This design comes from an exercise in tuning for small area, a short achievable clock period and few clock cycles per item on the open sky130 flow, not from production work.
In this exercise RTL edits were held to simulation tests only and were not proved equivalent to the original.
Power figures rest on the tool's default switching activity, not on a simulated workload.

Setup of try-xenon:
Design restoring_divider, start of the top module:
module restoring_divider #(
  parameter DIV_WIDTH = 16
) (
  input                      clk,
  input                      rst_n,
  input                      start,
  input                      sign,
  input      [DIV_WIDTH-1:0] in1,
  input      [DIV_WIDTH-1:0] in2,
  output     [DIV_WIDTH-1:0] q,
  output     [DIV_WIDTH-1:0] r,
  output reg                 ready
);
  reg  [15:0] d_reg;      
  reg         aneg, bneg;
  reg  [15:0] r_reg;      
  reg  [15:0] a_reg;      
  reg  [4:0]  cnt;        
  reg         run, fix;
  reg         f_reg;      
  wire qneg = aneg ^ bneg;
  wire [18:0] x3 = {r_reg, a_reg[15:13]};
  reg  [15:0] tmask;
  integer j;
  always @(*) begin
    for (j = 0; j < 16; j = j + 1)
      tmask[j] = (j >= 14) ? 1'b1 : ~|(d_reg >> (j + 2));
  end
  wire skip = ~|x3[18:16] & ~|(x3[15:0] & tmask) & |d_reg[15:1] & (cnt <= 5'd12);
  wire [16:0] x   = skip ? {r_reg[12:0], a_reg[15:12]} : {r_reg, a_reg[15]};
  wire [17:0] z   = {1'b0, x} + {2'b11, ~d_reg} + {17'd0, ~bneg};
  wire        qb  = ~z[17];
  wire [4:0]  cnt_n = cnt + (skip ? 5'd4 : 5'd1);
  wire        z_ones = &z[16:0];
  wire        sp  = aneg & f_reg;
  always @(posedge clk) begin
    d_reg <= in2 ^ {16{sign & in2[15]}};
    aneg  <= sign & in1[15];
    bneg  <= sign & in2[15];
    if (!rst_n) begin
      ready <= 1'b1;
      run   <= 1'b0;
      fix   <= 1'b0;
    end else if (ready) begin
      if (start) begin
        ready <= 1'b0;
        run   <= 1'b1;
        cnt   <= 5'd0;
        r_reg <= 16'd0;
        a_reg <= in1 ^ {16{sign & in1[15]}};
      end
    end else if (run) begin
      r_reg <= qb ? z[15:0] : x[15:0];
      a_reg <= skip ? {a_reg[11:0], {3{qneg}}, qb ^ qneg} : {a_reg[14:0], qb ^ qneg};
      f_reg <= z_ones | (f_reg & x[0] & ~skip);
      cnt   <= cnt_n;
      if (cnt_n[4]) begin
        run   <= 1'b0;
        fix   <= aneg | bneg;
        ready <= ~(aneg | bneg);
      end
    end else if (fix) begin
      if (aneg) r_reg <= sp ? 16'd0 : ~r_reg;
      a_reg <= a_reg + {15'd0, sp ^ qneg};
      fix   <= 1'b0;
      ready <= 1'b1;
    end
  end
  assign q = a_reg;
  assign r = r_reg;
endmodule
export LEC_CHECK = 0
export CAP_MARGIN = 20
export CORE_MARGIN = 2
export CORE_UTILIZATION = 40
export SLEW_MARGIN = 20
create_clock -name core_clock -period 15.0 [get_ports {clk}]
standard.sh (not shown) runs the stock make flow with config.mk's settings and CLKGATE_MAP_FILE= SYNTH_SCRIPT=/design/flow/synth_recipe.tcl, a recipe that flattens the netlist after the stock synthesis.
==> flow/flow/run.sh <==
#!/bin/bash
# Standard ORFS layout, with timing repair aiming for 10 ns of setup slack
# (a tighter target than the 15 ns clock needs); the SDC is unchanged.
set -uo pipefail
bash standard.sh SETUP_SLACK_MARGIN=10 finish > flow_make.log 2>&1
Testbench counts of try-xenon, summed over its fixed seeds: cycles 18,668, items 1,600.
Changes in try-pepper relative to try-xenon:
==> flow/run.sh (new file) <==
#!/bin/bash
# synth_recipe.tcl (not shown) runs the flow's synth.tcl, then flattens the netlist and writes it again
# the make line also repeats each setting of config.mk as NAME=value (left out here)
make -C /OpenROAD-flow-scripts/flow DESIGN_CONFIG=/design/flow/config.mk WORK_HOME=/design/flow/orfs CLKGATE_MAP_FILE= SYNTH_SCRIPT=/design/flow/synth_recipe.tcl finish
removed: flow/flow/run.sh
removed: flow/standard.sh
Findings:
Final critical delay including setup and external delays in try-pepper is 900 ps above try-xenon. Worst hold slack delta (try-xenon -> try-pepper): insignificant. When try-pepper is measured against try-xenon, its total power turns out about 0.5% lower. First-pass GRT wire length delta (try-xenon -> try-pepper): insignificant. try-pepper against try-xenon; wire length reported by the detailed router is down by a few percent.
--- input diff try-pepper..try-violet ---
==> flow/flow/run.sh (new file) <==
#!/bin/bash
# Standard ORFS layout, with timing repair aiming for 11 ns of setup slack
# (a tighter target than the 15 ns clock needs); the SDC is unchanged.
set -uo pipefail
bash standard.sh SETUP_SLACK_MARGIN=11 finish > flow_make.log 2>&1
==> flow/standard.sh (new file) <==
#!/bin/bash
# synth_recipe.tcl (not shown) runs the flow's synth.tcl, then flattens the netlist and writes it again
# the make line also repeats each setting of config.mk as NAME=value (left out here)
make -C /OpenROAD-flow-scripts/flow DESIGN_CONFIG=/design/flow/config.mk WORK_HOME=/design/flow/orfs CLKGATE_MAP_FILE= SYNTH_SCRIPT=/design/flow/synth_recipe.tcl "${@:-finish}"
removed: flow/run.sh
### Flow results
Taking try-pepper over try-violet, the wire length ratio works out to 0.838.
Power: higher on try-violet
Side by side, area overhead of the layout relative to synthesis turned out higher in try-violet than in try-pepper.
try-violet has period utilization below what try-pepper had.

## re-timing with driven ports
No port has a modelled driver above. Below, the same layouts with a new extraction and two added sets of constraints.
Step 1: set_driving_cell puts a clkbuf_16 on clk and a buf_2 on each other input, an assumption about the parent block.
Step 2 moves the port delays by t, midway between the first and last clock arrival at a register: inputs arrive t later, outputs are due t later. That takes back most of the time a late clock gives input paths.
Three values: ideal ports, drivers, drivers and shift; two values: the first two.
run	t, ns	slack for setup (ns)	slew at the worst register clock pin (ns)	worst slew at a driven data input, ns	cell pins on the clock port's net
try-xenon	0.387	10.353 / 10.353 / 10.206	0.08 / 0.08	0.04	1
try-pepper	0.382	9.450 / 9.450 / 9.450	0.08 / 0.08	0.04	1
try-violet	0.381	10.653 / 10.653 / 10.653	0.08 / 0.08	0.05	1
After both steps setup and hold are still met in every run listed. The setup slack of try-xenon, which loses most, moves by 0.000 ns with the drivers and by -0.147 ns with both steps.
